This is an optimization exercise on Yosys and OpenROAD, whose aim is small area and a short achievable clock period, not a production implementation.
Where RTL was checked, it was by simulation tests only, not by an equivalence proof against the original.
No driver is modelled on the clock port, so clocking that relies on it looks cheaper here than on a real chip.
Power is estimated from default activity; no workload was simulated.

## rrc_filter
module rrc_filter #(
	parameter WIDTH = 9
)(
	input logic clk,
	input logic rst,
	input logic signed [WIDTH-1:0] filter_in,
	output logic signed [WIDTH-1:0] filter_out
);
export LEC_CHECK = 0
export ABC_CLOCK_PERIOD_IN_PS = 800
export CAP_MARGIN = 20
export CORE_MARGIN = 2
export CORE_UTILIZATION = 70
export CTS_BUF_LIST = sky130_fd_sc_hd__clkbuf_16
export CTS_CLUSTER_DIAMETER = 80
export CTS_CLUSTER_SIZE = 30
export PLACE_DENSITY = 0.75
export SLEW_MARGIN = 20
export SYNTH_HIERARCHICAL = 1
create_clock -name core_clock -period 10.5 [get_ports {clk}]
standard.sh (not shown) runs the stock make flow with config.mk's settings and CLKGATE_MAP_FILE= SYNTH_SCRIPT=/design/flow/synth_recipe.tcl, a recipe that flattens the netlist after the stock synthesis.
==> flow/flow/run.sh <==
#!/bin/bash
# Own layout flow: the standard ORFS flow (standard.sh, unchanged synthesis), with
#  - timing repair aimed below the design's period (SETUP_SLACK_MARGIN; the SDC is unchanged),
#  - port buffers of a normal buffer cell rather than the smallest one.
# Each step's full log is kept by ORFS under orfs/logs/; make's own output goes to flow.log.
set -uo pipefail
bash standard.sh SETUP_SLACK_MARGIN=7.55 "BUFFER_PORTS_ARGS=-buffer_cell sky130_fd_sc_hd__buf_4" finish > flow.log 2>&1
Change:
--- a/flow/flow/run.sh
+++ b/flow/flow/run.sh
@@ -5,3 +5,3 @@
 # Each step's full log is kept by ORFS under orfs/logs/; make's own output goes to flow.log.
 set -uo pipefail
-bash standard.sh SETUP_SLACK_MARGIN=7.55 "BUFFER_PORTS_ARGS=-buffer_cell sky130_fd_sc_hd__buf_4" finish > flow.log 2>&1
+bash standard.sh SETUP_SLACK_MARGIN=7.3 "BUFFER_PORTS_ARGS=-buffer_cell sky130_fd_sc_hd__buf_4" finish > flow.log 2>&1
=>
- critical path depth stays the same
- total power is lower by 2.6%
- global-route usage shrinks by 0.79 points
- fmax drops by 0.92%
- cell area fell by 3.8%
- non-clock buffer count drops by 54
- core utilization falls by 3.0 points
- clock-buffer cell count is unchanged
Function was not checked in any run of this note: the RTL went through the layout flow alone.

========
rrc_filter, a different RTL version from the one above (not shown whole).
Size in the first run: ~970 cells after synthesis, ~380 flip-flops, ~20 I/O pins, roughly 17000 µm² of cells after synthesis.
// rrc_filter
module rrc_filter #(
	parameter WIDTH = 9
)(
	input logic clk,
	input logic rst,
	input logic signed [WIDTH-1:0] filter_in,
	output logic signed [WIDTH-1:0] filter_out
);
export LEC_CHECK = 0
export ABC_CLOCK_PERIOD_IN_PS = 800
export CAP_MARGIN = 20
export CORE_MARGIN = 2
export CORE_UTILIZATION = 70
export CTS_BUF_LIST = sky130_fd_sc_hd__clkbuf_16
export CTS_CLUSTER_DIAMETER = 80
export CTS_CLUSTER_SIZE = 30
export PLACE_DENSITY = 0.75
export SLEW_MARGIN = 20
export SYNTH_HIERARCHICAL = 1
create_clock -name core_clock -period 10.5 [get_ports {clk}]
==> flow/flow/run.sh <==
#!/bin/bash
# Own layout flow: the standard ORFS flow (standard.sh, unchanged synthesis), with
#  - timing repair aimed below the design's period (SETUP_SLACK_MARGIN; the SDC is unchanged),
#  - port buffers of a normal buffer cell rather than the smallest one,
#  - after CTS, the clock port drives the tree's second level directly (flow/flatten_clock_root.tcl).
# Each step's full log is kept by ORFS under orfs/logs/; make's own output goes to flow.log.
set -uo pipefail
here=$(pwd)
bash standard.sh SETUP_SLACK_MARGIN=7.45 "BUFFER_PORTS_ARGS=-buffer_cell sky130_fd_sc_hd__buf_4" \
  "POST_CTS_TCL=$here/flow/flatten_clock_root.tcl" finish > flow.log 2>&1
==> flow/flow/flatten_clock_root.tcl <==
set block [ord::get_db_block]
set clknet [$block findNet clk]
set roots {}
foreach it [$clknet getITerms] {
  if {[$it isInputSignal]} { lappend roots [$it getInst] }
}
puts "flatten_clock_root: clock port feeds [llength $roots] cell(s)"
if {[llength $roots] == 1} {
  set root [lindex $roots 0]
  set master [[$root getMaster] getName]
  set out {}
  foreach it [$root getITerms] {
    if {[$it isOutputSignal]} { set out [$it getNet] }
  }
  set loads {}
  foreach it [$out getITerms] {
    if {[$it isInputSignal]} { lappend loads $it }
  }
  puts "flatten_clock_root: root [$root getName] ($master) drives [llength $loads] cell(s)"
  if {[llength $loads] <= 4 && [llength $loads] > 0} {
    foreach it $loads {
      set inst [$it getInst]
      set pin [$it getMTerm]
      set pname "[$inst getName]/[$pin getName]"
      disconnect_pin [$out getName] $pname
      connect_pin clk $pname
    }
    set rname [$root getName]
    set oname [$out getName]
    delete_instance $rname
    delete_net $oname
    puts "flatten_clock_root: removed $rname"
    estimate_parasitics -placement
    report_clock_latency
  }
}
The baseline completed without violations.
Then changed:
--- a/flow/flow/run.sh
+++ b/flow/flow/run.sh
@@ -7,4 +7,4 @@
 set -uo pipefail
 here=$(pwd)
-bash standard.sh SETUP_SLACK_MARGIN=7.45 "BUFFER_PORTS_ARGS=-buffer_cell sky130_fd_sc_hd__buf_4" \
+bash standard.sh SETUP_SLACK_MARGIN=7.45 "BUFFER_PORTS_ARGS=-buffer_cell sky130_fd_sc_hd__buf_2" \
   "POST_CTS_TCL=$here/flow/flatten_clock_root.tcl" finish > flow.log 2>&1
Settings changed: CORE_UTILIZATION 70 to 80, PLACE_DENSITY 0.75 to 0.85.
Setup slack got worse by 0.083 ns; via count grows by 4.9%; clock-buffer cell count is unchanged; non-clock buffer count grows by 11; cell area stays flat; final cell count fell by 2.8%; worst hold slack is worse by 0.0088 ns; sequential power is about the same; core utilization is higher by 12 points; wire length goes up by 18%; critical path depth goes up by 1.

========
Another version of the RTL of rrc_filter (not shown whole).
For scale: about 970 cells after synthesis, about 20 I/O pins.
Settings: LEC_CHECK=0, ABC_CLOCK_PERIOD_IN_PS=800, CAP_MARGIN=20, CORE_MARGIN=2, CORE_UTILIZATION=70, CTS_BUF_LIST=sky130_fd_sc_hd__clkbuf_16, CTS_CLUSTER_DIAMETER=90, CTS_CLUSTER_SIZE=32, PLACE_DENSITY=0.75, SLEW_MARGIN=20, SYNTH_HIERARCHICAL=1; clock period 10.5 ns.
==> flow/flow/run.sh <==
#!/bin/bash
# Own layout flow: the standard ORFS flow (standard.sh, unchanged synthesis), with
#  - timing repair aimed below the design's period (SETUP_SLACK_MARGIN; the SDC is unchanged),
#  - port buffers of a normal buffer cell rather than the smallest one,
#  - after CTS, the clock port drives the tree's branch buffers directly, split in two (flow/flatten_clock_root.tcl).
# Each step's full log is kept by ORFS under orfs/logs/; make's own output goes to flow.log.
set -uo pipefail
here=$(pwd)
bash standard.sh SETUP_SLACK_MARGIN=7.4 "BUFFER_PORTS_ARGS=-buffer_cell sky130_fd_sc_hd__buf_2" \
  "POST_CTS_TCL=$here/flow/flatten_clock_root.tcl" finish > flow.log 2>&1
Other scripts of this flow, unchanged in this note and not shown: flow/flow/flatten_clock_root.tcl
Change:
--- a/flow/flow/run.sh
+++ b/flow/flow/run.sh
@@ -7,4 +7,4 @@
 set -uo pipefail
 here=$(pwd)
-bash standard.sh SETUP_SLACK_MARGIN=7.4 "BUFFER_PORTS_ARGS=-buffer_cell sky130_fd_sc_hd__buf_2" \
+bash standard.sh SETUP_SLACK_MARGIN=7.45 "BUFFER_PORTS_ARGS=-buffer_cell sky130_fd_sc_hd__buf_2" \
   "POST_CTS_TCL=$here/flow/flatten_clock_root.tcl" finish > flow.log 2>&1
- GPL_TIMING_DRIVEN: not set -> 1
Clock skew hardly moves. Routed wire length rose slightly. Final area stays flat. Utilization rose by 0.21 points. Register-to-register slack improved by 20 ps. Critical path depth stays the same.
Change:
- GPL_TIMING_DRIVEN: 1 -> not set
Effect:
- final cell count stays the same
- register-to-register slack barely changes
- total power does not change
- wire length stays the same
- setup slack does not change
Change:
--- a/flow/flow/run.sh
+++ b/flow/flow/run.sh
@@ -7,4 +7,4 @@
 set -uo pipefail
 here=$(pwd)
-bash standard.sh SETUP_SLACK_MARGIN=7.45 "BUFFER_PORTS_ARGS=-buffer_cell sky130_fd_sc_hd__buf_2" \
+bash standard.sh SETUP_SLACK_MARGIN=7.48 "BUFFER_PORTS_ARGS=-buffer_cell sky130_fd_sc_hd__buf_2" \
   "POST_CTS_TCL=$here/flow/flatten_clock_root.tcl" finish > flow.log 2>&1
Result: Critical path depth is unchanged. Worst setup slack is worse by 35 ps. Combinational power rose slightly. Synthesized area stays the same.
Change:
--- a/flow/flow/run.sh
+++ b/flow/flow/run.sh
@@ -7,4 +7,4 @@
 set -uo pipefail
 here=$(pwd)
-bash standard.sh SETUP_SLACK_MARGIN=7.48 "BUFFER_PORTS_ARGS=-buffer_cell sky130_fd_sc_hd__buf_2" \
+bash standard.sh SETUP_SLACK_MARGIN=7.5 "BUFFER_PORTS_ARGS=-buffer_cell sky130_fd_sc_hd__buf_2" \
   "POST_CTS_TCL=$here/flow/flatten_clock_root.tcl" finish > flow.log 2>&1
- CTS_CLUSTER_DIAMETER: 90 -> 80
- CTS_CLUSTER_SIZE: 32 -> 30
Effect: Global-route usage fell by 0.35 points. Power grows by 1.1%. Maximum frequency rises by 1.9%.

[port drivers added, routing unchanged]
The flow's constraints put no driver on any port. The routed layouts listed below were extracted and timed again, unchanged, in two steps.
Step 1, drivers: a clkbuf_16 drives clk and a buf_2 each remaining input, both assumed.
Step 2 adds t to the input delays and takes it off the output delays; t is the mean of the earliest and latest rising clock arrival at the registers after step 1. Input paths then give back, and output paths get back, about the clock's delay inside the block.
a / b / c = ideal ports / drivers / drivers and shift; a / b = the first two.
run | t, ns | setup slack, ns | worst hold slack (ns) | worst setup path at the end
the first run of note 1 | 0.555 | 7.380 / 7.332 / 7.230 | 0.348 / 0.348 / 0.348 | input to register
the second run of note 1 | 0.553 | 7.351 / 7.306 / 7.039 | 0.341 / 0.341 / 0.341 | input, reset recovery
the first run of note 2 | 0.436 | 7.496 / 7.464 / 7.139 | 0.359 / 0.359 / 0.359 | input to register
the second run of note 2 | 0.435 | 7.413 / 7.413 / 7.192 | 0.350 / 0.350 / 0.350 | input to register
the first run of note 3 | 0.423 | 7.496 / 7.466 / 7.254 | 0.347 / 0.347 / 0.347 | input to register
the second run of note 3 | 0.425 | 7.512 / 7.470 / 7.235 | 0.346 / 0.346 / 0.346 | input to register
the third run of note 3 | 0.425 | 7.512 / 7.470 / 7.235 | 0.346 / 0.346 / 0.346 | input to register
the fourth run of note 3 | 0.424 | 7.477 / 7.467 / 7.179 | 0.346 / 0.346 / 0.346 | input to register
the fifth run of note 3 | 0.412 | 7.534 / 7.473 / 7.222 | 0.336 / 0.336 / 0.336 | input to register
After both steps setup and hold are still met in every run listed. For the first run of note 2, which loses most, drivers alone change the setup slack by -0.032 ns; drivers and shift together by -0.357 ns. Setup slack includes reset recovery checks.
